Context: an optimization exercise on an open-source flow, tuned for small area. The choices shown serve that exercise and are no tape-out recipe. RTL that was checked went through simulation tests only; none was proved equivalent to the original. Only the layout flow was run in runs 3 to 5; the RTL was not checked for function there. Power figures rest on the tool's default switching activity, not on a simulated workload.

### flow/config.mk
export PLATFORM = sky130hd
export DESIGN_NAME = top
export DESIGN_NICKNAME = top
export VERILOG_FILES = /design/flow/design.v
export SDC_FILE = /design/flow/constraint.sdc
export NUM_CORES = 4
export LEC_CHECK = 0
export CAP_MARGIN = 0
export CORE_MARGIN = 2
export CORE_UTILIZATION = 50
export GPL_TIMING_DRIVEN = 0
export PLACE_DENSITY = 0.75
export SLEW_MARGIN = 0
### flow/constraint.sdc
create_clock -name core_clock -period 12.0 [get_ports {clk}]
set_input_delay 2.4000 -clock core_clock [delete_from_list [all_inputs] [get_ports {clk}]]
set_output_delay 2.4000 -clock core_clock [all_outputs]
set_load 0.01 [all_outputs]
### flow/design.v
`timescale 1ns / 1ps
module wave( 
	input clk,
	input rst,
	input z,
	input [5:0]max,
	output reg wav
	);
	reg [25:0]hi;
	reg [5:0]lo;
	function ge6(input [5:0]a,input [5:0]b);
		integer k;
		reg r;
		begin
			r=1;
			for(k=0;k<6;k=k+1)
				r=(a[k]&~b[k])|(~(a[k]^b[k])&r);
			ge6=r;
		end
	endfunction
	wire hit=z?((&hi)&(&lo)):((|hi)|ge6(lo,max));
	always@(posedge clk)
	begin
		if(rst|hit)
		begin
			hi<=0;
			lo<=0;
		end
		else
			{hi,lo}<={hi,lo}+32'd1;
		if(rst)
			wav<=0;
		else if(hit)
			wav<=~wav;
	end
endmodule
module music(
	input clk,
	input rst,
	input rst_n,
	output beep
	);
	reg [12:0]cnt; 
	reg [1:0]msel; 
	reg t;
	reg t_q;
	reg [2:0]left; 
	reg wt;
	reg [3:0]node;
	reg [5:0]idx; 
	reg [3:0]mnote;
	reg [2:0]mdelay;
	reg [5:0]mmax;
	wire t_rise=t&~t_q;
	always@(*)
	begin
		case(node)
			5:mmax=32;
			6:mmax=28;
			7:mmax=25;
			8:mmax=24;
			9:mmax=21;
			10:mmax=19;
			11:mmax=18;
			default:mmax=16;
		endcase
	end
	wave w(clk,rst,node==0,mmax,beep);
	wire hit=(msel==0)|(msel==1&(~cnt[1]&cnt[2]&~cnt[3]&~cnt[7]&cnt[8]))|(msel==2&(cnt[0]&~cnt[1]&~cnt[2]&~cnt[3]&cnt[5]&~cnt[6]&~cnt[9]&cnt[10]&cnt[11]&cnt[12]));
	always@(posedge clk)
	begin
		if(rst|~rst_n|hit)
			cnt<=0;
		else
			cnt<={cnt[11:0],~(cnt[7]^cnt[12])};
		if(rst)
			t<=0;
		else if(rst_n&hit)
			t<=~t;
		if(rst)
			t_q<=0;
		else
			t_q<=t;
	end
	always@(*)
	begin
		case(idx)
			6'd0:begin mnote=4'h5; mdelay=3'd4; end
			6'd1:begin mnote=4'h8; mdelay=3'd4; end
			6'd2:begin mnote=4'h8; mdelay=3'd0; end
			6'd5:begin mnote=4'h9; mdelay=3'd0; end
			6'd10:begin mnote=4'h8; mdelay=3'd0; end
			6'd21:begin mnote=4'h7; mdelay=3'd0; end
			6'd42:begin mnote=4'h6; mdelay=3'd4; end
			6'd20:begin mnote=4'h6; mdelay=3'd4; end
			6'd41:begin mnote=4'h6; mdelay=3'd4; end
			6'd19:begin mnote=4'h9; mdelay=3'd4; end
			6'd38:begin mnote=4'h9; mdelay=3'd0; end
			6'd12:begin mnote=4'ha; mdelay=3'd0; end
			6'd25:begin mnote=4'h9; mdelay=3'd0; end
			6'd50:begin mnote=4'h8; mdelay=3'd0; end
			6'd36:begin mnote=4'h7; mdelay=3'd4; end
			6'd8:begin mnote=4'h5; mdelay=3'd4; end
			6'd17:begin mnote=4'h5; mdelay=3'd4; end
			6'd34:begin mnote=4'ha; mdelay=3'd4; end
			6'd4:begin mnote=4'ha; mdelay=3'd0; end
			6'd9:begin mnote=4'hb; mdelay=3'd0; end
			6'd18:begin mnote=4'ha; mdelay=3'd0; end
			6'd37:begin mnote=4'h9; mdelay=3'd0; end
			6'd11:begin mnote=4'h8; mdelay=3'd4; end
			6'd22:begin mnote=4'h6; mdelay=3'd4; end
			6'd45:begin mnote=4'h5; mdelay=3'd0; end
			6'd27:begin mnote=4'h5; mdelay=3'd0; end
			6'd54:begin mnote=4'h6; mdelay=3'd4; end
			6'd44:begin mnote=4'h9; mdelay=3'd4; end
			6'd24:begin mnote=4'h7; mdelay=3'd4; end
			6'd49:begin mnote=4'h8; mdelay=3'd3; end
			6'd35:begin mnote=4'h5; mdelay=3'd4; end
			6'd7:begin mnote=4'h8; mdelay=3'd4; end
			6'd14:begin mnote=4'h8; mdelay=3'd4; end
			6'd29:begin mnote=4'h8; mdelay=3'd4; end
			6'd58:begin mnote=4'h7; mdelay=3'd3; end
			6'd52:begin mnote=4'h7; mdelay=3'd4; end
			6'd40:begin mnote=4'h8; mdelay=3'd4; end
			6'd16:begin mnote=4'h7; mdelay=3'd4; end
			6'd33:begin mnote=4'h6; mdelay=3'd4; end
			6'd3:begin mnote=4'h5; mdelay=3'd3; end
			6'd6:begin mnote=4'h9; mdelay=3'd4; end
			6'd13:begin mnote=4'ha; mdelay=3'd4; end
			6'd26:begin mnote=4'h9; mdelay=3'd4; end
			6'd53:begin mnote=4'h8; mdelay=3'd4; end
			6'd43:begin mnote=4'hc; mdelay=3'd4; end
			6'd23:begin mnote=4'h5; mdelay=3'd4; end
			6'd46:begin mnote=4'h5; mdelay=3'd0; end
			6'd28:begin mnote=4'h5; mdelay=3'd0; end
			6'd57:begin mnote=4'h6; mdelay=3'd4; end
			6'd51:begin mnote=4'h9; mdelay=3'd4; end
			6'd39:begin mnote=4'h7; mdelay=3'd4; end
			6'd15:begin mnote=4'h8; mdelay=3'd2; end
			default:begin mnote=4'bxxxx; mdelay=3'bxxx; end
		endcase
	end
	wire left1=left==3'd0;
	always@(posedge clk)
	begin
		if(rst)
			msel<=0;
		else if(rst_n&t_rise&left1)
			msel<=wt?2'd2:2'd1;
	end
	always@(posedge clk)
	begin
		if(rst|~rst_n)begin
			left<=3'd0;
			wt<=0;
			node<=0;
			idx<=0;
		end else if(t_rise) begin
			if(left1)
			begin
				if(wt)
				begin
					idx<=(idx[0]&idx[1]&idx[2]&idx[3])?6'd0:{idx[4:0],~(idx[0]^idx[5])};
					node<=mnote;
					left<=mdelay;
					wt<=0;
				end
				else
				begin
					node<=0;
					left<=3'd0;
					wt<=1;
				end
			end
			else
				left<={left[1:0],~(left[0]^left[2])};
		end
	end
endmodule
`timescale 1ns / 1ps
module button( 
	input in,
	input clk,
	input rst,
	output reg op
	);
	reg out;
	reg [8:0]cnt; 
	wire hit=(cnt[0]&cnt[1]&cnt[2]&~cnt[3]&~cnt[4]&~cnt[5]&~cnt[6]&cnt[7]&~cnt[8]);
	always@(posedge clk)
	begin
		if(rst)
		begin
			out<=0;
			op<=0;
		end
		else
		begin
			op<=hit&in;
			if(hit)
				out<=in;
		end
		if(rst|hit|(in==out))
			cnt<=0;
		else
			cnt<={cnt[7:0],~(cnt[3]^cnt[8])};
	end
endmodule
module switch( 
	input in,
	input clk,
	input rst,
	output reg out
	);
	reg [8:0]cnt;
	wire hit=(cnt[0]&cnt[1]&cnt[2]&~cnt[3]&~cnt[4]&~cnt[5]&~cnt[6]&cnt[7]&~cnt[8]);
	always@(posedge clk)
	begin
		if(rst)
			out<=0;
		else if(hit)
			out<=in;
		if(rst|hit|(in==out))
			cnt<=0;
		else
			cnt<={cnt[7:0],~(cnt[3]^cnt[8])};
	end
endmodule
module timebase(
	input clk,
	input rst,
	output reg [6:0]t7, 
	output rise_a, 
	output rise_b, 
	output rise_c, 
	output rise_d, 
	output rise_e, 
	output reg sq_f 
	);
	reg [5:0]qa;
	reg [13:0]qb;
	reg [14:0]qc;
	reg [15:0]qd;
	reg [8:0]qe;
	reg [4:0]qf;
	assign rise_a=(qa[0]&qa[1]&qa[2]&qa[3]);
	assign rise_b=(qb[1]&qb[2]&qb[4]&~qb[6]&qb[7]&~qb[8]&~qb[9]&~qb[10]&~qb[11]&qb[12]&qb[13]);
	assign rise_c=(qc[0]&~qc[1]&qc[2]&~qc[3]&qc[4]&~qc[5]&~qc[6]&qc[8]&~qc[9]&~qc[10]&~qc[11]&~qc[12]&~qc[13]);
	assign rise_d=(qd[0]&~qd[1]&~qd[2]&~qd[3]&qd[4]&~qd[5]&~qd[6]&~qd[7]&~qd[8]&qd[11]&qd[12]&qd[13]&~qd[14]&~qd[15]);
	assign rise_e=(qe[0]&qe[1]&qe[2]&qe[3]&~qe[4]&~qe[5]&~qe[6]&~qe[7]&qe[8]);
	wire end_f=(~qf[0]&~qf[1]&~qf[3]&qf[4]);
	always@(posedge clk)
	begin
		if(rst)
		begin
			t7<=0;
			qa<=6'd27;
			qb<=14'd4899;
			qc<=15'd1034;
			qd<=16'd62712;
			qe<=9'd319;
			qf<=0;
			sq_f<=0;
		end
		else
		begin
			t7<=t7+7'd1;
			qa<=rise_a?6'd0:{qa[4:0],~(qa[0]^qa[5])};
			qb<=rise_b?14'd0:{qb[12:0],~(qb[12]^qb[13])};
			qc<=rise_c?15'd0:{qc[13:0],~(qc[0]^qc[14])};
			qd<=rise_d?16'd0:{qd[14:0],~(qd[2]^qd[15])};
			qe<=rise_e?9'd0:{qe[7:0],~(qe[3]^qe[8])};
			qf<=end_f?5'd0:{qf[3:0],~(qf[0]^qf[4])};
			if(end_f)
				sq_f<=~sq_f;
		end
	end
endmodule
module twinkle8( 
	input clk,
	input rst,
	input rise,
	input [6:0]cnt,
	output [7:0]o
	);
	reg [7:0]br0;
	always@(posedge clk)
	begin
		if(rst)
			br0<=0;
		else if(rise)
			br0<=br0+8'd1;
	end
	function ge5(input [4:0]a,input [4:0]b);
		integer k;
		reg r;
		begin
			r=1;
			for(k=0;k<5;k=k+1)
				r=(a[k]&~b[k])|(~(a[k]^b[k])&r);
			ge5=r;
		end
	endfunction
	wire p=ge5(br0[4:0],cnt[4:0]);
	wire q=ge5(~cnt[4:0],br0[4:0]);
	genvar i;
	generate
		for(i=0;i<8;i=i+1)
		begin:tw
			wire [2:0]hb=br0[7:5]+i;
			wire [1:0]h=hb[2]?~hb[1:0]:hb[1:0];
			wire e=hb[2]?q:p;
			assign o[i]=(h>cnt[6:5])|((h==cnt[6:5])&e);
		end
	endgenerate
endmodule
module sound(
	input clk,
	input rst,
	input press,
	input guesswrong,
	input win,
	input press_sound,
	output beep
	);
	wire music_out;
	reg press_en;
	reg [12:0]press_cnt; 
	reg guesswrong_en;
	reg [3:0]guesswrong_node; 
	reg [11:0]guesswrong_cnt; 
	reg [5:0]guesswrong_max;
	wire guesswrong_sound;
	music music1(clk,rst,win,music_out);
	always@(*)
	begin
		case(guesswrong_node)
			4'd8:guesswrong_max=6'd48;
			4'd12:guesswrong_max=6'd43;
			4'd14:guesswrong_max=6'd38;
			4'd7:guesswrong_max=6'd36;
			4'd11:guesswrong_max=6'd32;
			4'd13:guesswrong_max=6'd28;
			4'd6:guesswrong_max=6'd25;
			4'd3:guesswrong_max=6'd24;
			4'd9:guesswrong_max=6'd21;
			4'd4:guesswrong_max=6'd19;
			4'd10:guesswrong_max=6'd18;
			4'd5:guesswrong_max=6'd16;
			4'd2:guesswrong_max=6'd14;
			4'd1:guesswrong_max=6'd13;
			4'd0:guesswrong_max=6'd12;
			default:guesswrong_max=6'bxxxxxx;
		endcase
	end
	wave wv(clk,rst,guesswrong_node==4'b1111,guesswrong_max,guesswrong_sound);
	wire press_end=(~press_cnt[0]&~press_cnt[1]&~press_cnt[2]&~press_cnt[3]&press_cnt[4]&~press_cnt[7]&~press_cnt[9]&press_cnt[10]&press_cnt[11]&~press_cnt[12]);
	always@(posedge clk)
	begin
		if(rst|press)
			press_cnt<=0;
		else
			press_cnt<={press_cnt[11:0],~(press_cnt[5]^press_cnt[12])};
		if(rst)
			press_en<=0;
		else if(press)
			press_en<=1;
		else if(press_end)
			press_en<=0;
	end
	wire gw_end=(~guesswrong_cnt[1]&guesswrong_cnt[2]&~guesswrong_cnt[3]&guesswrong_cnt[4]&guesswrong_cnt[5]&~guesswrong_cnt[6]&guesswrong_cnt[7]&~guesswrong_cnt[8]&~guesswrong_cnt[9]&~guesswrong_cnt[11]);
	wire gw_last=guesswrong_node==4'd8||guesswrong_node==4'b1111;
	always@(posedge clk)
	begin
		if(rst)
			guesswrong_cnt<=12'd1204;
		else if(guesswrong|gw_end)
			guesswrong_cnt<=0;
		else
			guesswrong_cnt<={guesswrong_cnt[10:0],~(guesswrong_cnt[0]^guesswrong_cnt[11])};
		if(rst)begin
			guesswrong_en<=0;
			guesswrong_node<=4'b1111;
		end else if(guesswrong)begin
			guesswrong_en<=1;
			guesswrong_node<=4'd0;
		end else if(gw_end)begin
			if(~gw_last)
				guesswrong_node<={guesswrong_node[2:0],~(guesswrong_node[0]^guesswrong_node[3])};
			else
				guesswrong_en<=0;
		end
	end
	assign beep=press_en?press_sound:
		guesswrong_en?guesswrong_sound:
		win?music_out:1'b1;
endmodule
module top(
	input clk, 
	input rst, 
	input [7:0]sw, 
	input [3:0]btn, 
	output [3:0]an, 
	output reg [6:0]seg, 
	output dp, 
	output [7:0]led, 
	output beep 
	);
	wire key_l,key_r,key_i,key_d;
	wire sw0,sw1,sw5,sw6,sw7;
	button b1(btn[3],clk,rst,key_l);
	button b2(btn[2],clk,rst,key_r);
	button b3(btn[1],clk,rst,key_i);
	button b4(btn[0],clk,rst,key_d);
	switch s0(sw[0],clk,rst,sw0);
	switch s1(sw[1],clk,rst,sw1);
	switch s5(sw[5],clk,rst,sw5);
	switch s6(sw[6],clk,rst,sw6);
	switch s7(sw[7],clk,rst,sw7);
	wire [6:0]t7;
	wire rise_a,rise_b,rise_c,rise_d,rise_e,sq_f;
	timebase tb1(clk,rst,t7,rise_a,rise_b,rise_c,rise_d,rise_e,sq_f);
	reg [1:0]gamestate; 
	reg [3:0]curr_rec; 
	reg win;
	reg [15:0]ans;
	reg edit_rst;
	reg mem_we;
	reg gameover_rst;
	reg guess_wrong;
	reg [1:0]curr; 
	reg [15:0]num; 
	reg [15:0]rnd;
	reg [15:0]random;
	wire nosame_ok=num[3:0]!=num[7:4]&&num[3:0]!=num[11:8]&&num[3:0]!=num[15:12]&&
		num[7:4]!=num[11:8]&&num[7:4]!=num[15:12]&&num[11:8]!=num[15:12];
	wire rnd_ok=rnd[3:0]!=rnd[7:4]&&rnd[3:0]!=rnd[11:8]&&rnd[3:0]!=rnd[15:12]&&
		rnd[7:4]!=rnd[11:8]&&rnd[7:4]!=rnd[15:12]&&rnd[11:8]!=rnd[15:12];
	wire hit4=num==ans; 
	always@(posedge clk)
	begin
		if(rst)begin
			gamestate<=0;
			curr_rec<=0;
			win<=0;
			ans<=16'h1234;
			edit_rst<=0;
			mem_we<=0;
			gameover_rst<=0;
			guess_wrong<=0;
		end
		else if(sw7)begin
			gamestate<=0;
			curr_rec<=0;
			win<=0;
		end
		else begin
			guess_wrong<=0;
			case(gamestate)
				0:begin
					if(key_l|key_r|key_i|key_d)begin
						gamestate<=1;
						curr_rec<=0;
						ans<=random;
						edit_rst<=1;
					end
				end
				1:begin
					edit_rst<=0;
					if(sw1&&~sw0)begin 
						gamestate<=2;
						if(nosame_ok)begin
							curr_rec<=curr_rec+4'd1;
							mem_we<=1;
							if(~hit4)
								guess_wrong<=1;
						end
					end
				end
				2:begin
					if(nosame_ok)begin
						mem_we<=0;
						if(hit4)begin
							win<=1;
							curr_rec<=curr_rec-4'd1;
							gamestate<=3;
							gameover_rst<=1;
						end else if(curr_rec==8)begin
							win<=0;
							gamestate<=3;
							gameover_rst<=1;
						end
					end
					if(~sw1)
						gamestate<=1;
				end
				3:begin
					gameover_rst<=0;
					if(~sw1)begin
						gamestate<=0;
						curr_rec<=0;
						win<=0;
					end
				end
			endcase
		end
	end
	wire play=~sw6&&(gamestate==1||gamestate==2);
	wire edit_on=play&&~sw0&&gamestate==1;
	wire rec_on=play&&sw0;
	wire edit_l=edit_on&key_l;
	wire edit_r=edit_on&key_r;
	wire edit_i=edit_on&key_i;
	wire edit_d=edit_on&key_d;
	wire rec_i=rec_on&key_i;
	wire rec_d=rec_on&key_d;
	function [3:0]inc10(input [3:0]d);
		case(d)
			0:inc10=1; 1:inc10=2; 2:inc10=3; 3:inc10=4; 4:inc10=5;
			5:inc10=6; 6:inc10=7; 7:inc10=8; 8:inc10=9; default:inc10=0;
		endcase
	endfunction
	function [3:0]dec10(input [3:0]d);
		case(d)
			1:dec10=0; 2:dec10=1; 3:dec10=2; 4:dec10=3; 5:dec10=4;
			6:dec10=5; 7:dec10=6; 8:dec10=7; 9:dec10=8; default:dec10=9;
		endcase
	endfunction
	reg [3:0]cd;
	always@(*)
	begin
		case(curr)
			0:cd=num[3:0];
			1:cd=num[7:4];
			2:cd=num[11:8];
			3:cd=num[15:12];
		endcase
	end
	wire [3:0]cd_new=edit_i?inc10(cd):dec10(cd);
	always@(posedge clk)
	begin
		if(rst|edit_rst)
			curr<=3;
		else if(edit_l)
			curr<={curr[1]^curr[0],~curr[0]};
		else if(edit_r)
			curr<={curr[1]^~curr[0],~curr[0]};
	end
	always@(posedge clk)
	begin
		if(rst|edit_rst)
			num<=0;
		else if(edit_i|edit_d)
			case(curr)
				0:num[3:0]<=cd_new;
				1:num[7:4]<=cd_new;
				2:num[11:8]<=cd_new;
				3:num[15:12]<=cd_new;
			endcase
	end
	always@(posedge clk)
	begin
		if(rst)
			rnd<=0;
		else
		begin
			rnd[3:0]<=inc10(rnd[3:0]);
			if(rnd[3:0]==9)
				rnd[7:4]<=inc10(rnd[7:4]);
			if(rnd[7:0]==8'h99)
				rnd[11:8]<=inc10(rnd[11:8]);
			if(rnd[11:0]==12'h999)
				rnd[15:12]<=inc10(rnd[15:12]);
		end
	end
	always@(posedge clk)
	begin
		if(rst)
			random<=16'd123;
		else if(rnd_ok)
			random<=rnd;
	end
	function [6:0]enc2(input [3:0]a,input [3:0]b);
		case({a[3],b[3]})
			2'b00:enc2={1'b0,a[2:0],b[2:0]};
			2'b10:enc2={3'b100,a[0],b[2:0]};
			2'b01:enc2={3'b101,b[0],a[2:0]};
			2'b11:enc2={5'b11000,a[0],b[0]};
		endcase
	endfunction
	function [7:0]dec2(input [6:0]x);
		casez(x[6:4])
			3'b0??:dec2={1'b0,x[5:3],1'b0,x[2:0]};
			3'b100:dec2={3'b100,x[3],1'b0,x[2:0]};
			3'b101:dec2={1'b0,x[2:0],3'b100,x[3]};
			default:dec2={3'b100,x[1],3'b100,x[0]};
		endcase
	endfunction
	reg we_q;
	reg [13:0]mem0,mem1,mem2,mem3,mem4,mem5,mem6,mem7;
	reg [2:0]showrec;
	wire [2:0]currrec=curr_rec[2:0];
	wire [2:0]mem_addr=(sw6||gamestate==0||gamestate==3)?3'd0:sw0?showrec:currrec;
	wire mem_wr=mem_we&~we_q;
	wire [13:0]wdata={enc2(num[15:12],num[11:8]),enc2(num[7:4],num[3:0])}&{14{~rst}};
	always@(posedge clk)
	begin
		if(rst)
			we_q<=0;
		else
			we_q<=mem_we;
	end
	always@(posedge clk) if(rst||(mem_wr&&mem_addr==0)) mem0<=wdata;
	always@(posedge clk) if(rst||(mem_wr&&mem_addr==1)) mem1<=wdata;
	always@(posedge clk) if(rst||(mem_wr&&mem_addr==2)) mem2<=wdata;
	always@(posedge clk) if(rst||(mem_wr&&mem_addr==3)) mem3<=wdata;
	always@(posedge clk) if(rst||(mem_wr&&mem_addr==4)) mem4<=wdata;
	always@(posedge clk) if(rst||(mem_wr&&mem_addr==5)) mem5<=wdata;
	always@(posedge clk) if(rst||(mem_wr&&mem_addr==6)) mem6<=wdata;
	always@(posedge clk) if(rst||(mem_wr&&mem_addr==7)) mem7<=wdata;
	reg [13:0]memraw; 
	always@(*)
	begin
		case(showrec)
			0:memraw=mem0;
			1:memraw=mem1;
			2:memraw=mem2;
			3:memraw=mem3;
			4:memraw=mem4;
			5:memraw=mem5;
			6:memraw=mem6;
			7:memraw=mem7;
		endcase
	end
	wire [15:0]memdata={dec2(memraw[13:7]),dec2(memraw[6:0])};
	reg [1:0]rstate;
	always@(posedge clk)
	begin
		if(rst|~sw0|rec_i|rec_d)
			rstate<=0;
		else if(rise_c)
			rstate<={rstate[0],~rstate[1]&~rstate[0]};
	end
	always@(posedge clk)
	begin
		if(rst)
			showrec<=0;
		else if(showrec>=currrec)
			showrec<=0;
		else if(rec_i)
			showrec<=(showrec+3'd1==currrec)?3'd0:showrec+3'd1;
		else if(rec_d)
			showrec<=(showrec!=0)?showrec-3'd1:currrec-3'd1;
	end
	reg blink;
	reg [3:0]hk; 
	reg [4:0]ck; 
	reg cl; 
	reg ls; 
	always@(posedge clk)
	begin
		if(rst)
		begin
			blink<=0;
			hk<=0;
		end
		else if(rise_b)
		begin
			blink<=~blink;
			hk<=(hk==8)?4'd0:hk+4'd1;
		end
	end
	always@(posedge clk)
	begin
		if(rst)
		begin
			cl<=0;
			ck<=0;
		end
		else if(gameover_rst)
		begin
			cl<=1;
			ck<=0;
		end
		else if(rise_b)
			ck<=(ck==18)?5'd0:ck+5'd1;
	end
	always@(posedge clk)
	begin
		if(rst|gameover_rst)
			ls<=0;
		else if(rise_d)
			ls<=~ls;
	end
	reg [1:0]c;
	always@(posedge clk)
	begin
		if(rst)
			c<=0;
		else if(rise_a)
			c<={c[1]^c[0],~c[0]};
	end
	assign an={~(c[1]&c[0]),~(c[1]&~c[0]),~(~c[1]&c[0]),~(~c[1]&~c[0])};
	wire [15:0]jn=sw0?memdata:num;
	reg [3:0]xd,ad;
	always@(*)
	begin
		case(c)
			0:begin xd=jn[3:0]; ad=ans[3:0]; end
			1:begin xd=jn[7:4]; ad=ans[7:4]; end
			2:begin xd=jn[11:8]; ad=ans[11:8]; end
			3:begin xd=jn[15:12]; ad=ans[15:12]; end
		endcase
	end
	wire [3:0]e0={jn[3:0]==ans[15:12],jn[3:0]==ans[11:8],jn[3:0]==ans[7:4],jn[3:0]==ans[3:0]};
	wire [3:0]e1={jn[7:4]==ans[15:12],jn[7:4]==ans[11:8],jn[7:4]==ans[7:4],jn[7:4]==ans[3:0]};
	wire [3:0]e2={jn[11:8]==ans[15:12],jn[11:8]==ans[11:8],jn[11:8]==ans[7:4],jn[11:8]==ans[3:0]};
	wire [3:0]e3={jn[15:12]==ans[15:12],jn[15:12]==ans[11:8],jn[15:12]==ans[7:4],jn[15:12]==ans[3:0]};
	wire [3:0]m=c[1]?{e3[3],e2[2],e1[1],e0[0]}:
		{e3[2]|e3[1]|e3[0],e2[3]|e2[1]|e2[0],e1[3]|e1[2]|e1[0],e0[3]|e0[2]|e0[1]};
	reg [2:0]jcnt;
	always@(*)
	begin
		case(m)
			4'b0000:jcnt=0;
			4'b0001,4'b0010,4'b0100,4'b1000:jcnt=1;
			4'b0011,4'b0101,4'b0110,4'b1001,4'b1010,4'b1100:jcnt=2;
			4'b1111:jcnt=4;
			default:jcnt=3;
		endcase
	end
	wire [4:0]jch=c[0]?{2'd0,jcnt}:{4'b0101,~c[1]};
	wire [4:0]hj0={1'b0,hk}+{3'd0,~c};
	wire [3:0]hj=(hj0>=9)?hj0-5'd9:hj0;
	wire [5:0]cj0={1'b0,ck}+{4'd0,~c};
	wire [4:0]cj=(cj0>=19)?cj0-6'd19:cj0;
	reg [4:0]hch;
	always@(*)
	begin
		case(hj)
			0,1,2,3:hch=5'd31;
			4:hch=5'd16;
			5:hch=5'd14;
			6,7:hch=5'd18;
			8:hch=5'd0;
			default:hch=5'bxxxxx;
		endcase
	end
	reg [4:0]cch;
	always@(*)
	begin
		case(cj)
			0,1,2,3:cch=5'd31;
			4:cch=5'd12;
			5:cch=5'd29;
			6:cch=5'd19;
			7:cch=5'd9;
			8:cch=5'd22;
			9:cch=5'd10;
			10:cch=5'd23;
			11:cch=5'd24;
			12:cch=5'd18;
			13:cch=5'd10;
			14:cch=5'd23;
			15:cch=5'd28;
			16:cch=5'd29;
			17:cch=5'd19;
			18:cch=5'd5;
			default:cch=5'bxxxxx;
		endcase
	end
	reg [4:0]n; 
	always@(*)
	begin
		if(sw6)
			n={1'b0,ad};
		else if(gamestate==0)
			n=hch;
		else if(gamestate==3)
		begin
			if(win)
				n=cl?cch:5'd0;
			else if(ls)
				n={1'b0,ad};
			else
				case(c)
					3:n=5'd18;
					2:n=5'd0;
					1:n=5'd5;
					0:n=5'd14;
				endcase
		end
		else if(sw0)
		begin
			if(currrec==0)
				case(c)
					3:n=5'd19;
					2:n=5'd29;
					1:n=5'd19;
					0:n=5'd14;
				endcase
			else
				case(rstate)
					0:case(c)
						3:n={1'b0,{1'b0,showrec}+4'd1};
						2:n=5'd29;
						1:n=5'd15;
						0:n={2'd0,currrec};
					endcase
					1:n={1'b0,xd};
					default:n=jch;
				endcase
		end
		else if(gamestate==1)
			n=(~blink&&curr==c)?5'd27:{1'b0,xd};
		else if(nosame_ok)
			n=jch;
		else
			case(c)
				3:n=5'd14;
				2:n=5'd22;
				1:n=5'd22;
				0:n=5'd31;
			endcase
	end
	always@(*)
	begin
		case(n)
			0:seg=7'b1000000; 
			1:seg=7'b1111001; 
			2:seg=7'b0100100; 
			3:seg=7'b0110000; 
			4:seg=7'b0011001; 
			5:seg=7'b0010010; 
			6:seg=7'b0000010; 
			7:seg=7'b1111000; 
			8:seg=7'b0000000; 
			9:seg=7'b0010000; 
			10:seg=7'b0001000; 
			11:seg=7'b0000011; 
			12:seg=7'b1000110; 
			14:seg=7'b0000110; 
			15:seg=7'b0001110; 
			16:seg=7'b0001001; 
			18:seg=7'b1000111; 
			19:seg=7'b0101011; 
			22:seg=7'b0101111; 
			23:seg=7'b0000111; 
			24:seg=7'b1000001; 
			27:seg=7'b1110111; 
			28:seg=7'b1111011; 
			29:seg=7'b0100011; 
			31:seg=7'b1111111;
			default:seg=7'bxxxxxxx; 
		endcase
	end
	wire [7:0]tw;
	twinkle8 twinkle81(clk,rst,rise_e,t7,tw);
	wire sound_out;
	sound sound1(clk,rst,key_l|key_r|key_i|key_d,guess_wrong,win,sq_f,sound_out);
	assign beep=sw5?sound_out:1'b1;
	assign dp=1;
	assign led={curr_rec<=7,curr_rec<=6,curr_rec<=5,curr_rec<=4,curr_rec<=3,curr_rec<=2,curr_rec<=1,curr_rec==0}&tw;
endmodule
### flow/flow/run.sh
#!/bin/bash
# Own flow: the standard synthesis, then its combinational logic re-mapped
# for area by ABC (flip-flop instances untouched), then the standard layout.
# Each tool writes its full output to a log file in this folder.
set -euo pipefail
R=$PWD/orfs/results/$FLOW_PLATFORM/top/base
LIB=$FLOW_HOME/platforms/$FLOW_PLATFORM/lib/sky130_fd_sc_hd__tt_025C_1v80.lib
YOSYS=$FLOW_HOME/../tools/install/yosys/bin/yosys
command -v "$YOSYS" >/dev/null 2>&1 || YOSYS=yosys

bash standard.sh synth > synth_std.log 2>&1
cp $R/1_2_yosys.v netlist_std.v

FFS=$(grep -o "sky130_fd_sc_hd__[a-z]*df[a-z0-9_]*" netlist_std.v | sort -u | tr '\n' ' ')
sed -e "s#@LIB@#$LIB#g" -e "s#@FFS@#$FFS#g" -e "s#@ABC@#$PWD/flow/area.abc#g" \
    -e "s#@IN@#$PWD/netlist_std.v#g" -e "s#@OUT@#$PWD/netlist_resyn.v#g" flow/resyn.ys > resyn.ys
"$YOSYS" -l resyn.log -s resyn.ys > /dev/null 2>&1

cp netlist_resyn.v $R/1_2_yosys.v
rm -f $R/1_synth.odb $R/1_synth.sdc
bash standard.sh synth > synth_odb.log 2>&1
# clock tree: large buffers on clusters of flip-flops, no dummy loads
export CTS_ARGS="-sink_clustering_enable -repair_clock_nets -sink_clustering_size 30 -sink_clustering_max_diameter 60 -buf_list sky130_fd_sc_hd__clkbuf_16 -dont_use_dummy_load"
# small port buffers
export BUFFER_PORTS_ARGS="-buffer_cell sky130_fd_sc_hd__buf_1"
bash standard.sh > layout.log 2>&1
### flow/flow/area.abc
strash
balance -l
resub -K 6 -l
rewrite -l
resub -K 6 -N 2 -l
refactor -l
resub -K 8 -l
balance -l
resub -K 8 -N 2 -l
rewrite -l
resub -K 10 -l
rewrite -z -l
resub -K 10 -N 2 -l
balance -l
resub -K 12 -l
refactor -z -l
resub -K 12 -N 2 -l
rewrite -z -l
balance -l
&get -n
&deepsyn -T 60
&put
dch -f
amap
### flow/flow/resyn.ys
# re-map the combinational logic of the standard synthesis netlist
read_liberty -ignore_miss_func @LIB@
read_verilog @IN@
hierarchy -top top
setattr -mod -set keep_hierarchy 1 @FFS@
flatten top
select -module top
opt_clean
abc -liberty @LIB@ -script @ABC@ -dont_use sky130_fd_sc_hd__probe_p_8 -dont_use sky130_fd_sc_hd__probec_p_8 -dont_use *lpflow*
opt_clean -purge
hilomap -singleton -hicell sky130_fd_sc_hd__conb_1 HI -locell sky130_fd_sc_hd__conb_1 LO
splitnets
opt_clean -purge
select -clear
tee -o resyn_stat.txt stat -liberty @LIB@ top
select top
write_verilog -noattr -nohex -nodec -selected @OUT@
### flow/standard.sh
#!/bin/bash
# synth_recipe.tcl (not shown) runs the flow's synth.tcl, then flattens the netlist and writes it again
# the make line also repeats each setting of config.mk as NAME=value (left out here)
make -C /OpenROAD-flow-scripts/flow DESIGN_CONFIG=/design/flow/config.mk WORK_HOME=/design/flow/orfs CLKGATE_MAP_FILE= SYNTH_SCRIPT=/design/flow/synth_recipe.tcl "${@:-finish}"
==> summary.txt, run 1 <==
most common cell after layout, fill and taps aside sky130_fd_sc_hd__nor2_1; leakage power figure around 8 nW; area inside the core boundary 43,930 sq um; clock root buffer sky130_fd_sc_hd__clkbuf_16; relative contribution of sequential cells to total power about three fifths; average cell area after synthesis ~8.8 sq um; total power around 0.0031 W; Finish-stage setup viols 0; detailed-route vias per instance just over 6; measured slew at the worst slew-check pin ~1.4 ns; Die Area around 46,000 sq um; combinational share of power under 10%; wire length of the first global-routing pass approximately 95,000 um; remaining global-route overflow 0; Die Y 214.5 um; HPWL after detailed placement between 40,000 and 50,000 um; routed wire length 58,680 um; Routed Antenna Nets 0; Fmax achieved between 90 and 100 MHz; total standard cell area after synthesis ~22,000 sq um; number of optimization iterations in the first detailed-route pass 6; Mapped Nets 2,544; Critical Path AT 8.68 ns; WL per Instance approximately 18 um; buffers added on ports 30; number of clock sinks between 500 and 600; clock transition time at the flip-flop clock pins of the worst setup and hold paths roughly 0.1 ns; detailed router's first-iteration violation count approximately 2,000; level count of the clock H-tree 2; final weighted congestion in routability-driven placement slightly below 1; largest clock skew in the final design around 0.06 ns; PD cells between 100 and 150 nW/um^2; number of synthesis warnings 8; Slowest cell on crit path sky130_fd_sc_hd__o32ai_1; Die Wd about 210 um; placed insts roughly 3,200; total count of max-transition violations in the final report 0; worst path bufs/invs 6; cts-stage hold buffer count 0; Worst Setup Path Type reg -> out; top fanout value on the critical path 18; CP max stage delay ~1.1 ns; Starting Density around half; buffers inserted during post-CTS setup optimization 0; Gate Count Post-Synth between 2,000 and 3,000; kind of cell adding the most delay to the critical path compound AO/OA/AOI/OAI gates; Worst-Skew Late Latency just under 0.6 ns; initial antenna violation count 0; required time reported for the critical path endpoint between 9 and 10 ns; CP Capture Type output port; most frequent cells in the layout 416 x sky130_fd_sc_hd__nor2_1, 413 x sky130_fd_sc_hd__dfxtp_1, 323 x sky130_fd_sc_hd__clkinv_1; number of buffers created by CTS 34; CTS tree yes; count of boundary I/O pins 35; # diodes 0; headroom to the max-slew limit under 10%; total of max-cap violations 0; switching share of power between 20% and 30%; largest net degree at the start of global routing 97; num rows 77; sw power around 0.00067 W; number of global-route vias before repair approximately 18,000; final period utilization between 90 and 100%; Post-route DRC 0; count of vias placed by the detailed router just under 20,000; Hold/Removal Path Class reg -> reg; signed area change from the synthesized netlist to the final layout 8.184%; internal power summed over all cells 0.002386 W; outcome timing/DRC/antenna clean; Fin. Hold Viols 0; Clock power frac around 34%; GRT Resource Usage Total 25.09%; CP startpoint kind flip-flop; setup repair after global routing missed its margin no; proportion of layout cells with a drive suffix above 1 1.963%; VDD IR-drop max 0.1169 mV; maximum number of buffers from clock root to sink 3; Final Instance Count excl. Fillers ~3,200; Final min period 11.08 ns; count of cells resized by post-cts repair 0; Final #Nets around 2,600
[power by group through the flow]
stage / registers (W) / clock network [W] / logic [W]
after floorplan: 0.00189 / 0 / 0.0000978
after global placement: 0.00190 / 0 / 0.000136
after detailed placement: 0.00190 / 0 / 0.000141
after CTS: 0.00186 / 0.00108 / 0.000142
after global routing: 0.00186 / 0.00114 / 0.000161
final: 0.00186 / 0.00105 / 0.000144
[stage by stage]
stage / area [sq um] / utilization [%] / setup WS [ns] / hold slack, ns / TNS (ns)
2_1_floorplan: 22150 / - / 4.041 / 0.3975 / 0
3_3_place_gp: 23010 / 52.37 / -1.079 / 0.4071 / -92.43
3_5_place_dp: 23110 / 52.60 / 1.309 / 0.4064 / 0
4_1_cts: 23960 / 54.54 / 0.6136 / 0.4156 / 0
5_1_grt: 23970 / 54.55 / 0.1484 / 0.4320 / 0
6_report: 23970 / 54.55 / 0.9155 / 0.4070 / 0
[final cells by class]
type                            instances  area (sq um)
Tap cell                              592         740.7
Fill cell                            3978         19970
Multi-Input combinational cell       1681          9346
Timing Repair Buffer                   34         176.4
Clock buffer                           34         850.8
Sequential cell                       525         11630
Inverter                              324          1221
[path summary, 6_finish.rpt]
kind	from	to	slack, ns	depth (start not counted)
max	showrec[0]	seg[6]	0.92	30
min reg2reg	b1.cnt[5]	b1.cnt[6]	0.41	2
max reg2reg	sound1.wv.lo[1]	sound1.wv.hi[6]	6.69	26
min	b1.cnt[5]	b1.cnt[6]	0.41	2
[state kept, by name, indices dropped and copies added (netlist names), 14 cells and up]
name,cells
sound1.music1.w.hi,26
sound1.wv.hi,26
ans,16
num,16
random,16
rnd,16
tb1.qd,16
tb1.qc,15
mem0,14
mem1,14
mem2,14
mem3,14
mem4,14
mem5,14
mem6,14
mem7,14
tb1.qb,14
[worst reg2reg max path, stage by stage, from the launching register on]
cell,delay [ns]
sky130_fd_sc_hd__dfxtp_1,0.33
sky130_fd_sc_hd__clkinv_1,0.11
sky130_fd_sc_hd__nor2_1,0.17
sky130_fd_sc_hd__clkinv_1,0.10
sky130_fd_sc_hd__nor2_1,0.15
sky130_fd_sc_hd__nand2_1,0.11
sky130_fd_sc_hd__nor2_1,0.17
sky130_fd_sc_hd__nand2_1,0.11
sky130_fd_sc_hd__nor2_1,0.21
sky130_fd_sc_hd__and2_0,0.22
sky130_fd_sc_hd__and3_1,0.21
sky130_fd_sc_hd__and3_1,0.20
sky130_fd_sc_hd__and3_1,0.20
sky130_fd_sc_hd__and3_1,0.21
sky130_fd_sc_hd__and3_1,0.20
sky130_fd_sc_hd__and3_1,0.21
sky130_fd_sc_hd__and3_1,0.20
sky130_fd_sc_hd__and3_1,0.20
sky130_fd_sc_hd__and3_1,0.21
sky130_fd_sc_hd__and3_1,0.22
sky130_fd_sc_hd__and3_1,0.22
sky130_fd_sc_hd__nand2_1,0.10
sky130_fd_sc_hd__nor2_1,0.09
sky130_fd_sc_hd__o22a_1,0.26
sky130_fd_sc_hd__nor2_1,0.07
sky130_fd_sc_hd__clkinv_1,0.49
sky130_fd_sc_hd__nor3_1,0.15
[per-layer routing]
metal / up-vias / part of all wire (%) / wire (um) / global-route usage [%]
li1: 9414 / - / - / -
met1: 9234 / 44 / 25800 / 34.07
met2: 860 / 44 / 26010 / 39.79
met3: 149 / 8.2 / 4811 / 4.794
met4: 0 / 3.5 / 2066 / 9.606
met5: - / 0 / 0 / 0
==> run 2, diff against run 1 <==
--- a/flow/flow/run.sh
+++ b/flow/flow/run.sh
@@ -23,4 +23,2 @@
 export CTS_ARGS="-sink_clustering_enable -repair_clock_nets -sink_clustering_size 30 -sink_clustering_max_diameter 60 -buf_list sky130_fd_sc_hd__clkbuf_16 -dont_use_dummy_load"
-# small port buffers
-export BUFFER_PORTS_ARGS="-buffer_cell sky130_fd_sc_hd__buf_1"
 bash standard.sh > layout.log 2>&1
--- a/flow/config.mk
+++ b/flow/config.mk
@@ -10,4 +10,2 @@
 export CORE_UTILIZATION = 50
-export GPL_TIMING_DRIVEN = 0
-export PLACE_DENSITY = 0.75
 export SLEW_MARGIN = 0
==> summary.txt, run 2 <==
final weighted congestion in routability-driven placement between 0.9 and 1; accumulated negative setup slack 0 ns; required time reported for the critical path endpoint around 9.6 ns; cell depth of the worst hold path 1; count of cells resized by post-cts repair 0; Hold/Removal Path Class reg -> reg; GRT Resource Usage Total approximately a quarter; detailed-route vias per instance around 6; Starting Density 50.43%; CTS tree yes; CP startpoint kind flip-flop; count of cells along the worst register-to-register path 26; setup repair after global routing missed its margin no; # diodes 0; final-layout worst hold slack a little over 0.4 ns; buffers added on ports 30; count of vias placed by the detailed router approximately 20,000; area inside the core boundary 43,930 sq um; Mapped Nets ~2,500; WL per Instance ~19 um; measured slew at the worst slew-check pin about 1.3 ns; Fmax achieved 95.91 MHz; Routed Antenna Nets 0; Post-route DRC 0; relative contribution of sequential cells to total power between 50 and 60%; number of synthesis warnings 8; num rows 77; HPWL after detailed placement roughly 42,000 um; VDD IR-drop max about 0.11 mV; area of combinational cells with multiple inputs just over 9000 sq um; proportion of layout cells with a drive suffix above 1 around 2.4%; number of buffers created by CTS 38; switching share of power roughly 22%; maximum number of buffers from clock root to sink 3; top fanout value on the critical path 15; Finish-stage setup viols 0; Final #Nets roughly 2,600; Post-Place Cell Area 23,370 sq um; signed area change from the synthesized netlist to the final layout 9.765%; clock root buffer sky130_fd_sc_hd__clkbuf_16; cts-stage hold buffer count 0; sw power 0.0006877 W; remaining global-route overflow 0; Die Y approximately 210 um; final design area excluding fillers about 24,000 sq um; number of optimization iterations in the first detailed-route pass 6; number of inserted filler cells in the final layout about 4,000; cell seen most often among critical-path stages sky130_fd_sc_hd__clkinv_1; number of global-route vias before repair ~18,000; Die Area approximately 46,000 sq um; headroom to the max-slew limit between 10% and 20%; number of clock sinks between 500 and 600; Gate Count Post-Synth about 2,500; largest net degree at the start of global routing 58; PD cells ~130 nW/um^2; internal power summed over all cells 0.002448 W; level count of the clock H-tree 2; total count of max-transition violations in the final report 0; Worst-Skew Late Latency around 0.57 ns; final period utilization around 87%; outcome timing/DRC/antenna clean; initial antenna violation count 0; Final min period between 10 and 15 ns; total standard cell area after synthesis about 22,000 sq um; Clock power frac between 30 and 40%; average cell area after synthesis about 8.8 sq um; CP Capture Type output port; CP max stage delay 0.98 ns; routed wire length approximately 60,000 um; Fin. Hold Viols 0; most common cell after layout, fill and taps aside sky130_fd_sc_hd__nor2_1; combinational share of power ~4.8%; buffers inserted during post-CTS setup optimization 0; total of max-cap violations 0; register cell area after layout around 12,000 sq um; Die Wd approximately 210 um; Slowest cell on crit path sky130_fd_sc_hd__a222oi_1; count of boundary I/O pins 35; most frequent cells in the layout 419 x sky130_fd_sc_hd__nor2_1, 413 x sky130_fd_sc_hd__dfxtp_1, 323 x sky130_fd_sc_hd__clkinv_1; leakage power figure 8.362 nW; clock transition time at the flip-flop clock pins of the worst setup and hold paths 0.09 ns; largest clock skew in the final design 0.04916 ns; detailed router's first-iteration violation count between 1,500 and 2,000; Critical Path AT between 8 and 9 ns; wire length of the first global-routing pass ~97,000 um; Worst Setup Path Type reg -> out; registers with the highest flip-flop counts sound1.music1.w.hi (26), sound1.wv.hi (26)
run 2: path summary, 6_finish.rpt:
kind	slack, ns	end	start
setup / recovery	1.57	seg[3]	showrec[0]
hold reg to reg	0.40	sound1.music1.node[2]	sound1.music1.mnote[2]
hold / removal	0.40	sound1.music1.node[2]	sound1.music1.mnote[2]
setup reg to reg	6.69	sound1.wv.hi[2]	sound1.wv.lo[1]
run 2: power groups by stage:
stage / Combinational, W / Clock (W) / Sequential, W
final: 0.000151 / 0.00113 / 0.00186
after global routing: 0.000168 / 0.00122 / 0.00186
after detailed placement: 0.000150 / 0 / 0.00190
after global placement: 0.000147 / 0 / 0.00190
after floorplan: 0.0000978 / 0 / 0.00189
after CTS: 0.000151 / 0.00116 / 0.00186
run 2: through the flow:
stage / cells / power [W] / setup slack, ns / utilization, %
after CTS: 3213 / 0.003170 / 1.706 / 55.35
after detailed placement: 3175 / 0.002049 / 2.359 / 53.19
final: 3213 / 0.003135 / 1.573 / 55.35
after global routing: 3213 / 0.003249 / 0.8919 / 55.35
after global placement: 3175 / 0.002045 / 2.422 / 53.19
after floorplan: 2530 / 0.001990 / 4.041 / -
run 2: area by class of cell:
cell class / instances / area share (%)
multi-input combinational: 1681 / 38.27
clock buffer: 38 / 3.910
inverter: 324 / 5.006
sequential: 525 / 47.83
tap: 592 / 3.046
timing repair buffer: 53 / 1.935
run 2: critical path, delay by kind of cell (launching register included):
family,cells,cell delay (ns)
compound gates,13,3.64
buf+inv,8,1.97
simple gates,9,1.41
flops,1,0.43
run 2: per-layer routing:
metal  part of all wire (%)  GRT usage [%]  up-vias
met4                    3.8          10.83        0
met1                     46          35.74     9183
li1                       -              -     9497
met5                      0              0        -
met3                    6.9          3.475      124
met2                     44          40.49      730
==> run 3, diff against run 2 <==
--- a/flow/design.v
+++ b/flow/design.v
@@ -438,3 +438,13 @@
 		rnd[7:4]!=rnd[11:8]&&rnd[7:4]!=rnd[15:12]&&rnd[11:8]!=rnd[15:12];
-	wire hit4=num==ans; 
+	wire hit4_now;
+	wire jmem;
+	reg hit4_q;
+	always@(posedge clk)
+	begin
+		if(rst)
+			hit4_q<=0;
+		else if(~jmem)
+			hit4_q<=hit4_now;
+	end
+	wire hit4=jmem?hit4_q:hit4_now;
 	always@(posedge clk)
@@ -474,3 +484,3 @@
 							mem_we<=1;
-							if(~hit4)
+							if(~hit4_now)
 								guess_wrong<=1;
@@ -703,3 +713,4 @@
 	assign an={~(c[1]&c[0]),~(c[1]&~c[0]),~(~c[1]&c[0]),~(~c[1]&~c[0])};
-	wire [15:0]jn=sw0?memdata:num;
+	assign jmem=sw0&(rstate!=0);
+	wire [15:0]jn=jmem?memdata:num;
 	reg [3:0]xd,ad;
@@ -718,2 +729,3 @@
 	wire [3:0]e3={jn[15:12]==ans[15:12],jn[15:12]==ans[11:8],jn[15:12]==ans[7:4],jn[15:12]==ans[3:0]};
+	assign hit4_now=e3[3]&e2[2]&e1[1]&e0[0];
 	wire [3:0]m=c[1]?{e3[3],e2[2],e1[1],e0[0]}:
--- a/flow/flow/run.sh
+++ b/flow/flow/run.sh
@@ -22,3 +22,5 @@
 # clock tree: large buffers on clusters of flip-flops, no dummy loads
-export CTS_ARGS="-sink_clustering_enable -repair_clock_nets -sink_clustering_size 30 -sink_clustering_max_diameter 60 -buf_list sky130_fd_sc_hd__clkbuf_16 -dont_use_dummy_load"
+export CTS_ARGS="-sink_clustering_enable -repair_clock_nets -sink_clustering_size 35 -sink_clustering_max_diameter 70 -buf_list sky130_fd_sc_hd__clkbuf_16 -dont_use_dummy_load"
+# small port buffers
+export BUFFER_PORTS_ARGS="-buffer_cell sky130_fd_sc_hd__buf_1"
 bash standard.sh > layout.log 2>&1
--- a/flow/flow/area.abc
+++ b/flow/flow/area.abc
@@ -23,2 +23,2 @@
 dch -f
-amap
+amap -m
--- a/flow/config.mk
+++ b/flow/config.mk
@@ -10,2 +10,4 @@
 export CORE_UTILIZATION = 50
+export GPL_TIMING_DRIVEN = 0
+export PLACE_DENSITY = 0.75
 export SLEW_MARGIN = 0
==> summary.txt, run 3 <==
worst-case setup slack after placement approximately 0.83 ns; count of boundary I/O pins 35; number of global-route vias before repair about 18,000; Final Instance Count excl. Fillers between 3,000 and 4,000; CP Capture Type output port; final period utilization 94.40%; Mapped Nets approximately 2,500; Worst Setup Path Type reg -> out; combinational share of power under 10%; HPWL after detailed placement between 40,000 and 50,000 um; Die Wd roughly 210 um; Worst-Skew Late Latency 0.63 ns; detailed-route vias per instance between 6 and 7; worst r2r src showrec[2]; cts-stage hold buffer count 0; signed area change from the synthesized netlist to the final layout 8.563%; CP startpoint kind flip-flop; proportion of layout cells with a drive suffix above 1 2.319%; cell depth of the worst hold path 2; most common cell after layout, fill and taps aside sky130_fd_sc_hd__nor2_1; outcome timing/DRC/antenna clean; area of combinational cells with multiple inputs slightly above 9000 sq um; total of max-cap violations 0; total power ~0.003 W; Routed Antenna Nets 0; switching share of power between 20 and 25%; Die Y approximately 210 um; setup slack on the worst flop-to-flop path roughly 4.5 ns; most frequent cells in the layout 440 x sky130_fd_sc_hd__nor2_1, 414 x sky130_fd_sc_hd__dfxtp_1, 322 x sky130_fd_sc_hd__clkinv_1; Gate Count Post-Synth around 2,500; total count of max-transition violations in the final report 0; Starting Density between 50 and 60%; number of inserted filler cells in the final layout approximately 4,000; Finish-stage setup viols 0; largest clock skew in the final design around 0.084 ns; number of buffers created by CTS 31; routed wire length 56,120 um; largest net degree at the start of global routing 61; buffers added on ports 30; Critical Path AT a little under 9 ns; wire length of the first global-routing pass around 90,000 um; headroom to the max-slew limit a little under 30%; maximum number of buffers from clock root to sink 3; CTS tree yes; num rows between 70 and 80; Fin. Hold Viols 0; relative contribution of sequential cells to total power a little over 60%; remaining global-route overflow 0; average cell area after synthesis between 8 and 9 sq um; Hold/Removal Path Class reg -> reg; Clock power frac between 30% and 40%; number of clock sinks ~530; Min-Delay Endpoint s6.cnt[6]; GRT Resource Usage Total between 20% and 30%; number of optimization iterations in the first detailed-route pass 6; Die Area roughly 46,000 sq um; registers with the highest flip-flop counts sound1.music1.w.hi (26), sound1.wv.hi (26); final weighted congestion in routability-driven placement 0.9845; final critical-path setup slack 0.6719 ns; sw power 0.0006800 W; clock root buffer sky130_fd_sc_hd__clkbuf_16; Final #Nets about 2,600; measured slew at the worst slew-check pin around 1.1 ns; count of vias placed by the detailed router between 15,000 and 20,000; clock transition time at the flip-flop clock pins of the worst setup and hold paths roughly 0.09 ns; Min-Delay Startpoint s6.cnt[5]; detailed router's first-iteration violation count roughly 1,800; WL per Instance ~18 um; PD cells ~130 nW/um^2; setup repair after global routing missed its margin no; placed insts approximately 3,100; top fanout value on the critical path 28; VDD IR-drop max 0.1015 mV; endpoint of the worst-slack reg-to-reg timing path curr_rec[3]; register cell area after layout 11,650 sq um; # diodes 0; leakage power figure roughly 8.2 nW; Post-route DRC 0; required time reported for the critical path endpoint ~9.6 ns; count of cells resized by post-cts repair 0; area inside the core boundary roughly 43,000 sq um; initial antenna violation count 0; Final min period 11.33 ns; buffers inserted during post-CTS setup optimization 0; number of synthesis warnings 8; level count of the clock H-tree 1; Fmax achieved 88.28 MHz; count of cells along the worst register-to-register path 20; internal power summed over all cells between 0.002 and 0.0025 W; total standard cell area after synthesis 22,060 sq um
[run 3: through the flow]
step	setup TNS [ns]	hold slack, ns	instance area (sq um)	util, %
floorplan	0	0.3959	22060	-
global placement	-35.12	0.4070	22910	52.83
detailed placement	0	0.4133	23140	53.38
CTS	0	0.3863	23920	55.17
global route	0	0.4058	23950	55.24
finish	0	0.3797	23950	55.24
[run 3: area by class of cell]
class,count,area share (%)
Clock buffer,31,3.239
Timing Repair Buffer,42,1.343
Multi-Input combinational cell,1665,38.65
Sequential cell,526,48.64
Tap cell,585,3.056
Inverter,323,5.067
[run 3: worst max-delay path: stages, from the launching register on]
cell and delay, ns:
sky130_fd_sc_hd__dfxtp_1 1.01, sky130_fd_sc_hd__clkinv_1 1.09, sky130_fd_sc_hd__nor2_1 0.62, sky130_fd_sc_hd__a222oi_1 0.21, sky130_fd_sc_hd__o41ai_1 0.15, sky130_fd_sc_hd__o21ai_0 0.27, sky130_fd_sc_hd__nor2_1 0.22, sky130_fd_sc_hd__clkinv_1 0.15
sky130_fd_sc_hd__o32a_1 0.37, sky130_fd_sc_hd__o22ai_1 0.58, sky130_fd_sc_hd__clkinv_1 0.34, sky130_fd_sc_hd__o22ai_1 0.23, sky130_fd_sc_hd__nor4b_1 0.08, sky130_fd_sc_hd__a311oi_1 0.42, sky130_fd_sc_hd__o22ai_1 0.15, sky130_fd_sc_hd__nand2_1 0.14
sky130_fd_sc_hd__nor4_1 0.07, sky130_fd_sc_hd__a2111oi_0 0.44, sky130_fd_sc_hd__nor2_1 0.08, sky130_fd_sc_hd__nor2_1 0.40, sky130_fd_sc_hd__clkinv_1 0.28, sky130_fd_sc_hd__nor2_1 0.20, sky130_fd_sc_hd__clkinv_1 0.13, sky130_fd_sc_hd__and3_1 0.19
sky130_fd_sc_hd__a2111o_1 0.34, sky130_fd_sc_hd__buf_1 0.13
[run 3: power groups by stage]
stage / combinational (W) / sequential, W / clock, W
CTS: 0.000166 / 0.00186 / 0.00101
detailed placement: 0.000166 / 0.00190 / 0
global route: 0.000185 / 0.00186 / 0.00107
finish: 0.000169 / 0.00186 / 0.000997
floorplan: 0.000107 / 0.00189 / 0
global placement: 0.000156 / 0.00190 / 0
[run 3: worst max path at each step]
stage / start / to / slack, ns
final: showrec[2] / seg[3] / 0.67
after global routing: showrec[2] / seg[3] / 0.13
after CTS: showrec[0] / seg[3] / 0.23
after detailed placement: showrec[0] / seg[3] / 0.83
after global placement: rst / sound1.music1.mdelay[2] / -1.81
after floorplan: showrec[1] / seg[5] / 4.05
[run 3: layer usage]
layer	wire length, um	vias up	GRT usage [%]	part of all wire [%]
met5	0	-	0	0
met4	1216	0	5.741	2.2
met3	3978	104	3.121	7.1
met2	26030	770	40.45	46
met1	24890	9008	32.89	44
li1	-	9327	-	-
==> run 4, diff against run 3 <==
--- a/flow/flow/run.sh
+++ b/flow/flow/run.sh
@@ -22,3 +22,3 @@
 # clock tree: large buffers on clusters of flip-flops, no dummy loads
-export CTS_ARGS="-sink_clustering_enable -repair_clock_nets -sink_clustering_size 35 -sink_clustering_max_diameter 70 -buf_list sky130_fd_sc_hd__clkbuf_16 -dont_use_dummy_load"
+export CTS_ARGS="-sink_clustering_enable -repair_clock_nets -sink_clustering_size 40 -sink_clustering_max_diameter 70 -buf_list sky130_fd_sc_hd__clkbuf_16 -dont_use_dummy_load"
 # small port buffers
==> summary.txt, run 4 <==
post-layout util between 50% and 60%; CTS tree yes; headroom to the max-slew limit between 15 and 20%; Final min period roughly 11 ns; cts-stage hold buffer count 0; Routed Antenna Nets 0; cell seen most often among critical-path stages sky130_fd_sc_hd__nor2_1; setup repair after global routing missed its margin no; Min-Delay Startpoint s1.cnt[4]; initial antenna violation count 0; Hold/Removal Path Class reg -> reg; PD cells 136.9 nW/um^2; Final #Nets around 2,600; wire length of the first global-routing pass 91,070 um; count of vias placed by the detailed router 19,280; critical path, cell by cell clkinvlp_4, nand2_1, nor2_1, o32a_1, a2111oi_0, nor2_1, o32ai_1, clkinv_1, o22ai_1, nor3_1, a311oi_1, o22ai_1, and2_0, nor2_1, nand2_1, a31o_1, a31oi_1, nor2_1, or3_1, o21ai_0, nand2_1, o211ai_1, buf_1; Fin. Hold Viols 0; buffers inserted during post-CTS setup optimization 0; Die Area 45,690 sq um; buffers added on ports 30; average cell area after synthesis 8.765 sq um; final period utilization between 90% and 100%; final critical-path setup slack between 0.7 and 0.8 ns; Mapped Nets around 2,500; detailed router's first-iteration violation count about 1,900; largest net degree at the start of global routing between 100 and 150; measured slew at the worst slew-check pin about 1.2 ns; Gate Count Post-Synth about 2,500; GRT Resource Usage Total between 20 and 25%; routed wire length 56,940 um; area of combinational cells with multiple inputs 9150 sq um; Starting Density about half; number of buffers created by CTS 29; num rows 76; total power between 0.003 and 0.004 W; clock transition time at the flip-flop clock pins of the worst setup and hold paths between 0.1 and 0.15 ns; Post-Place Cell Area ~23,000 sq um; number of global-route vias before repair about 18,000; level count of the clock H-tree 1; final design area excluding fillers roughly 24,000 sq um; CP Capture Type output port; placed insts 3,140; Worst-Skew Late Latency between 0.6 and 0.7 ns; Post-route DRC 0; clock root buffer sky130_fd_sc_hd__clkbuf_16; CP startpoint kind flip-flop; signed area change from the synthesized netlist to the final layout 8.508%; Die Wd ~210 um; VDD IR-drop max ~0.13 mV; maximum number of buffers from clock root to sink 3; HPWL after detailed placement roughly 41,000 um; final weighted congestion in routability-driven placement around 1; number of synthesis warnings 8; total of max-cap violations 0; remaining global-route overflow 0; Fmax achieved a little under 90 MHz; CP max stage delay around 1.1 ns; Finish-stage setup viols 0; Critical Path AT slightly below 9 ns; register cell area after layout 11,650 sq um; outcome timing/DRC/antenna clean; largest clock skew in the final design approximately 0.085 ns; number of optimization iterations in the first detailed-route pass 8; number of clock sinks ~530; top fanout value on the critical path 25; area inside the core boundary roughly 43,000 sq um; registers with the highest flip-flop counts sound1.music1.w.hi (26), sound1.wv.hi (26); total standard cell area after synthesis roughly 22,000 sq um; crit path from showrec[2]; required time reported for the critical path endpoint around 9.6 ns; most common cell after layout, fill and taps aside sky130_fd_sc_hd__nor2_1; count of boundary I/O pins 35; # diodes 0; Slowest cell on crit path sky130_fd_sc_hd__dfxtp_1; Die Y between 200 and 250 um; detailed-route vias per instance ~6.1; Final Instance Count excl. Fillers 3,169; total count of max-transition violations in the final report 0; most frequent cells in the layout 423 x sky130_fd_sc_hd__nor2_1, 414 x sky130_fd_sc_hd__dfxtp_1, 331 x sky130_fd_sc_hd__clkinv_1; WL per Instance roughly 18 um; leakage power figure 8.238 nW; worst-case setup slack after placement approximately 1.3 ns; worst r2r src showrec[2]; proportion of layout cells with a drive suffix above 1 under 10%; Worst Setup Path Type reg -> out; number of inserted filler cells in the final layout approximately 3,900
-- run 4: final timing paths --
| kind | end | slack [ns] | cells after the start |
|---|---|---|---|
| worst max-delay path | seg[3] | 0.74 | 23 |
| worst min-delay path | s1.cnt[5] | 0.39 | 2 |
| worst max register to register | curr_rec[3] | 4.72 | 22 |
| worst min register to register | s1.cnt[5] | 0.39 | 2 |
-- run 4: where the power goes --
group          internal (W)  total [W]  switching, W  leakage (nW)
clock              0.000427   0.000955      0.000527         0.357
sequential          0.00190    0.00196     0.0000535          4.51
combinational      0.000113   0.000356      0.000242          3.37
-- run 4: cell type report --
cell class / instances / area share, %
Clock buffer: 29 / 3.040
Inverter: 333 / 5.273
Multi-Input combinational cell: 1651 / 38.33
Sequential cell: 526 / 48.81
Tap cell: 585 / 3.066
Timing Repair Buffer: 45 / 1.483
-- run 4: timing repair --
action | CTS | global route
hold endpoints to repair | 0 | 0
setup endpoints to repair | 0 | 2
gates resized for setup | 0 | 1
-- run 4: per-stage QoR --
step           TNS, ns  hold WS [ns]
2_1_floorplan        0        0.3959
3_3_place_gp    -36.07        0.4070
3_5_place_dp         0        0.4124
4_1_cts              0        0.3968
5_1_grt              0        0.4256
6_report             0        0.3947
-- run 4: worst max-delay path: cells and delay by family, from the launching register on --
kind                   cells  cell delay (ns)
buffers and inverters      3             1.42
and+or+nand+nor           10             1.71
DFF                        1             1.11
AOI/OAI and AO/OA         10             4.03
-- run 4: per-layer routing --
| layer | vias to the layer above | share of wire [%] | GRT usage [%] |
|---|---|---|---|
| met2 | 740 | 47 | 42.51 |
| met1 | 9073 | 43 | 32.15 |
| met4 | 0 | 3.1 | 8.046 |
| met3 | 146 | 6.3 | 2.841 |
| met5 | - | 0 | 0 |
| li1 | 9318 | - | - |
==> run 5, diff against run 4 <==
--- a/flow/design.v
+++ b/flow/design.v
@@ -425,3 +425,4 @@
 	reg win;
-	reg [15:0]ans;
+	reg [15:0]ans_n; 
+	wire [15:0]ans=~ans_n;
 	reg edit_rst;
@@ -432,4 +433,6 @@
 	reg [15:0]num; 
-	reg [15:0]rnd;
-	reg [15:0]random;
+	reg [15:0]rnd_n; 
+	reg [15:0]random_n; 
+	wire [15:0]rnd=~rnd_n;
+	wire [15:0]random=~random_n;
 	wire nosame_ok=num[3:0]!=num[7:4]&&num[3:0]!=num[11:8]&&num[3:0]!=num[15:12]&&
@@ -455,3 +458,3 @@
 			win<=0;
-			ans<=16'h1234;
+			ans_n<=~16'h1234;
 			edit_rst<=0;
@@ -473,3 +476,3 @@
 						curr_rec<=0;
-						ans<=random;
+						ans_n<=random_n;
 						edit_rst<=1;
@@ -573,12 +576,12 @@
 		if(rst)
-			rnd<=0;
+			rnd_n<=16'hffff;
 		else
 		begin
-			rnd[3:0]<=inc10(rnd[3:0]);
+			rnd_n[3:0]<=~inc10(rnd[3:0]);
 			if(rnd[3:0]==9)
-				rnd[7:4]<=inc10(rnd[7:4]);
+				rnd_n[7:4]<=~inc10(rnd[7:4]);
 			if(rnd[7:0]==8'h99)
-				rnd[11:8]<=inc10(rnd[11:8]);
+				rnd_n[11:8]<=~inc10(rnd[11:8]);
 			if(rnd[11:0]==12'h999)
-				rnd[15:12]<=inc10(rnd[15:12]);
+				rnd_n[15:12]<=~inc10(rnd[15:12]);
 		end
@@ -588,5 +591,5 @@
 		if(rst)
-			random<=16'd123;
+			random_n<=~16'd123;
 		else if(rnd_ok)
-			random<=rnd;
+			random_n<=rnd_n;
 	end
--- a/flow/flow/run.sh
+++ b/flow/flow/run.sh
@@ -22,3 +22,3 @@
 # clock tree: large buffers on clusters of flip-flops, no dummy loads
-export CTS_ARGS="-sink_clustering_enable -repair_clock_nets -sink_clustering_size 40 -sink_clustering_max_diameter 70 -buf_list sky130_fd_sc_hd__clkbuf_16 -dont_use_dummy_load"
+export CTS_ARGS="-sink_clustering_enable -repair_clock_nets -sink_clustering_size 35 -sink_clustering_max_diameter 70 -buf_list sky130_fd_sc_hd__clkbuf_16 -dont_use_dummy_load"
 # small port buffers
==> summary.txt, run 5 <==
outcome timing/DRC/antenna clean; proportion of layout cells with a drive suffix above 1 ~2.3%; CP startpoint kind flip-flop; WL per Instance 17.89 um; Worst Setup Path Type reg -> out; registers with the highest flip-flop counts sound1.music1.w.hi (26), sound1.wv.hi (26); number of optimization iterations in the first detailed-route pass 8; area inside the core boundary approximately 43,000 sq um; # diodes 0; detailed-route vias per instance 6.093; leakage power figure a little over 8 nW; PD cells about 140 nW/um^2; Starting Density around half; setup repair after global routing missed its margin no; buffers added on ports 30; count of vias placed by the detailed router a little under 20,000; initial antenna violation count 0; level count of the clock H-tree 1; measured slew at the worst slew-check pin roughly 1.2 ns; number of buffers created by CTS 30; Worst-Skew Late Latency approximately 0.62 ns; HPWL after detailed placement between 40,000 and 50,000 um; clock transition time at the flip-flop clock pins of the worst setup and hold paths around 0.10 ns; worst-case setup slack after placement around 0.7 ns; Die Y 213.6 um; headroom to the max-slew limit around 16%; VDD IR-drop max roughly 0.11 mV; final-layout worst hold slack 0.4068 ns; Mapped Nets ~2,500; Min-Delay Endpoint s6.cnt[7]; CTS tree yes; signed area change from the synthesized netlist to the final layout 8.531%; maximum number of buffers from clock root to sink 3; Min-Delay Startpoint s6.cnt[6]; largest clock skew in the final design approximately 0.073 ns; routed wire length ~57,000 um; busiest grt layer met2; count of boundary I/O pins 35; average cell area after synthesis around 8.8 sq um; cts-stage hold buffer count 0; accumulated negative setup slack 0 ns; top fanout value on the critical path 19; Final min period approximately 12 ns; cell depth of the worst hold path 2; Die Area 45,640 sq um; CP Capture Type output port; GRT Resource Usage Total between 20% and 30%; Finish-stage setup viols 0; num rows 76; final critical-path setup slack slightly above 0.4 ns; worst r2r src s0.out; endpoint of the worst-slack reg-to-reg timing path curr_rec[1]; final weighted congestion in routability-driven placement ~0.99; wire length of the first global-routing pass slightly above 90,000 um; Fmax achieved between 80 and 90 MHz; Post-route DRC 0; global routing met1 resource utilization 33.02%; post-layout util between 50% and 60%; Final #Nets 2,593; Hold/Removal Path Class reg -> reg; number of synthesis warnings 8; clock root buffer sky130_fd_sc_hd__clkbuf_16; Die Wd approximately 210 um; total standard cell area after synthesis 21,970 sq um; GR Util met3 between 3 and 4%; number of global-route vias before repair approximately 18,000; required time reported for the critical path endpoint about 9.6 ns; count of cells along the worst register-to-register path 17; Routed Antenna Nets 0; met2 Track Usage GR 41.55%; most common cell after layout, fill and taps aside sky130_fd_sc_hd__nor2_1; most frequent cells in the layout 430 x sky130_fd_sc_hd__nor2_1, 414 x sky130_fd_sc_hd__dfxtp_1, 311 x sky130_fd_sc_hd__clkinv_1; number of clock sinks between 500 and 600; remaining global-route overflow 0; total of max-cap violations 0; total count of max-transition violations in the final report 0; final period utilization between 90% and 100%; largest net degree at the start of global routing 51; detailed router's first-iteration violation count ~2,000; Fin. Hold Viols 0; Gate Count Post-Synth around 2,500; setup slack on the worst flop-to-flop path roughly 4.7 ns; Critical Path AT 9.19 ns
## run 5: layout make-up
class | instances | area [sq um]
sequential | 526 | 11650
clock buffer | 30 | 750.7
fill | 3888 | 19420
tap | 585 | 732.0
inverter | 313 | 1180
timing repair buffer | 43 | 329.1
multi-input combinational | 1664 | 9198
timing repair inverter | 1 | 5.005
## run 5: metrics by stage
stage | area, sq um | cells | power (W)
after detailed placement | 23060 | 3130 | 0.002284
final | 23850 | 3162 | 0.003228
after CTS | 23810 | 3160 | 0.003239
after floorplan | 21970 | 2503 | 0.002171
after global routing | 23850 | 3162 | 0.003343
after global placement | 22820 | 3118 | 0.002268
## run 5: how the worst max path moves through the flow
stage	startpoint	end	slack [ns]	cells past startpoint
5_1_grt	showrec[0]	seg[5]	0.03	25
3_3_place_gp	rst	sound1.music1.mnote[2]	-0.75	17
2_1_floorplan	showrec[2]	seg[5]	3.54	22
4_1_cts	showrec[0]	seg[0]	0.08	25
6_report	showrec[2]	seg[5]	0.41	25
3_5_place_dp	showrec[0]	seg[0]	0.70	25
## run 5: report_power, final
group          total [W]  leakage [nW]  switching [W]  internal, W
clock network   0.000972         0.370       0.000531     0.000441
registers        0.00194          4.51      0.0000448      0.00189
logic           0.000318          3.28       0.000220    0.0000985
total            0.00323          8.17       0.000795      0.00243
## run 5: worst max-delay path: stages, from the launching register on
cell	delay, ns
sky130_fd_sc_hd__dfxtp_1	0.92
sky130_fd_sc_hd__clkinvlp_4	0.64
sky130_fd_sc_hd__and3_1	0.30
sky130_fd_sc_hd__a2111oi_0	1.05
sky130_fd_sc_hd__nand3_1	0.16
sky130_fd_sc_hd__o311ai_0	0.19
sky130_fd_sc_hd__nand2_1	0.18
sky130_fd_sc_hd__o22ai_1	0.87
sky130_fd_sc_hd__clkinv_1	0.37
sky130_fd_sc_hd__a222oi_1	0.42
sky130_fd_sc_hd__nand2_1	0.10
sky130_fd_sc_hd__a221oi_1	0.24
sky130_fd_sc_hd__nor3_1	0.13
sky130_fd_sc_hd__o22ai_1	0.23
sky130_fd_sc_hd__nor2_1	0.10
sky130_fd_sc_hd__a21oi_1	0.19
sky130_fd_sc_hd__nor2_1	0.06
sky130_fd_sc_hd__o311a_1	0.35
sky130_fd_sc_hd__or4_1	0.49
sky130_fd_sc_hd__o21ai_0	0.44
sky130_fd_sc_hd__nor2_1	0.20
sky130_fd_sc_hd__clkinv_1	0.13
sky130_fd_sc_hd__nor2_1	0.08
sky130_fd_sc_hd__a31o_1	0.20
sky130_fd_sc_hd__or4_1	0.40
sky130_fd_sc_hd__buf_1	0.14
## run 5: layer usage
layer	vias up	wire length, um
li1	9304	-
met4	0	1613
met2	773	26100
met3	146	3962
met1	9044	24900
met5	-	0
## run 5: repair_timing
item                       4_1_cts  5_1_grt
setup endpoints to repair        0        7
setup buffers                    0        0
gates resized for setup          0        4

Setup slack of run 5, layout unchanged: 0.412 ns with ideal ports, 0.352 ns with driving cells assumed (clock clkbuf_16, inputs buf_2), 0.997 ns with port delays also shifted by the 0.645 ns mid clock arrival.
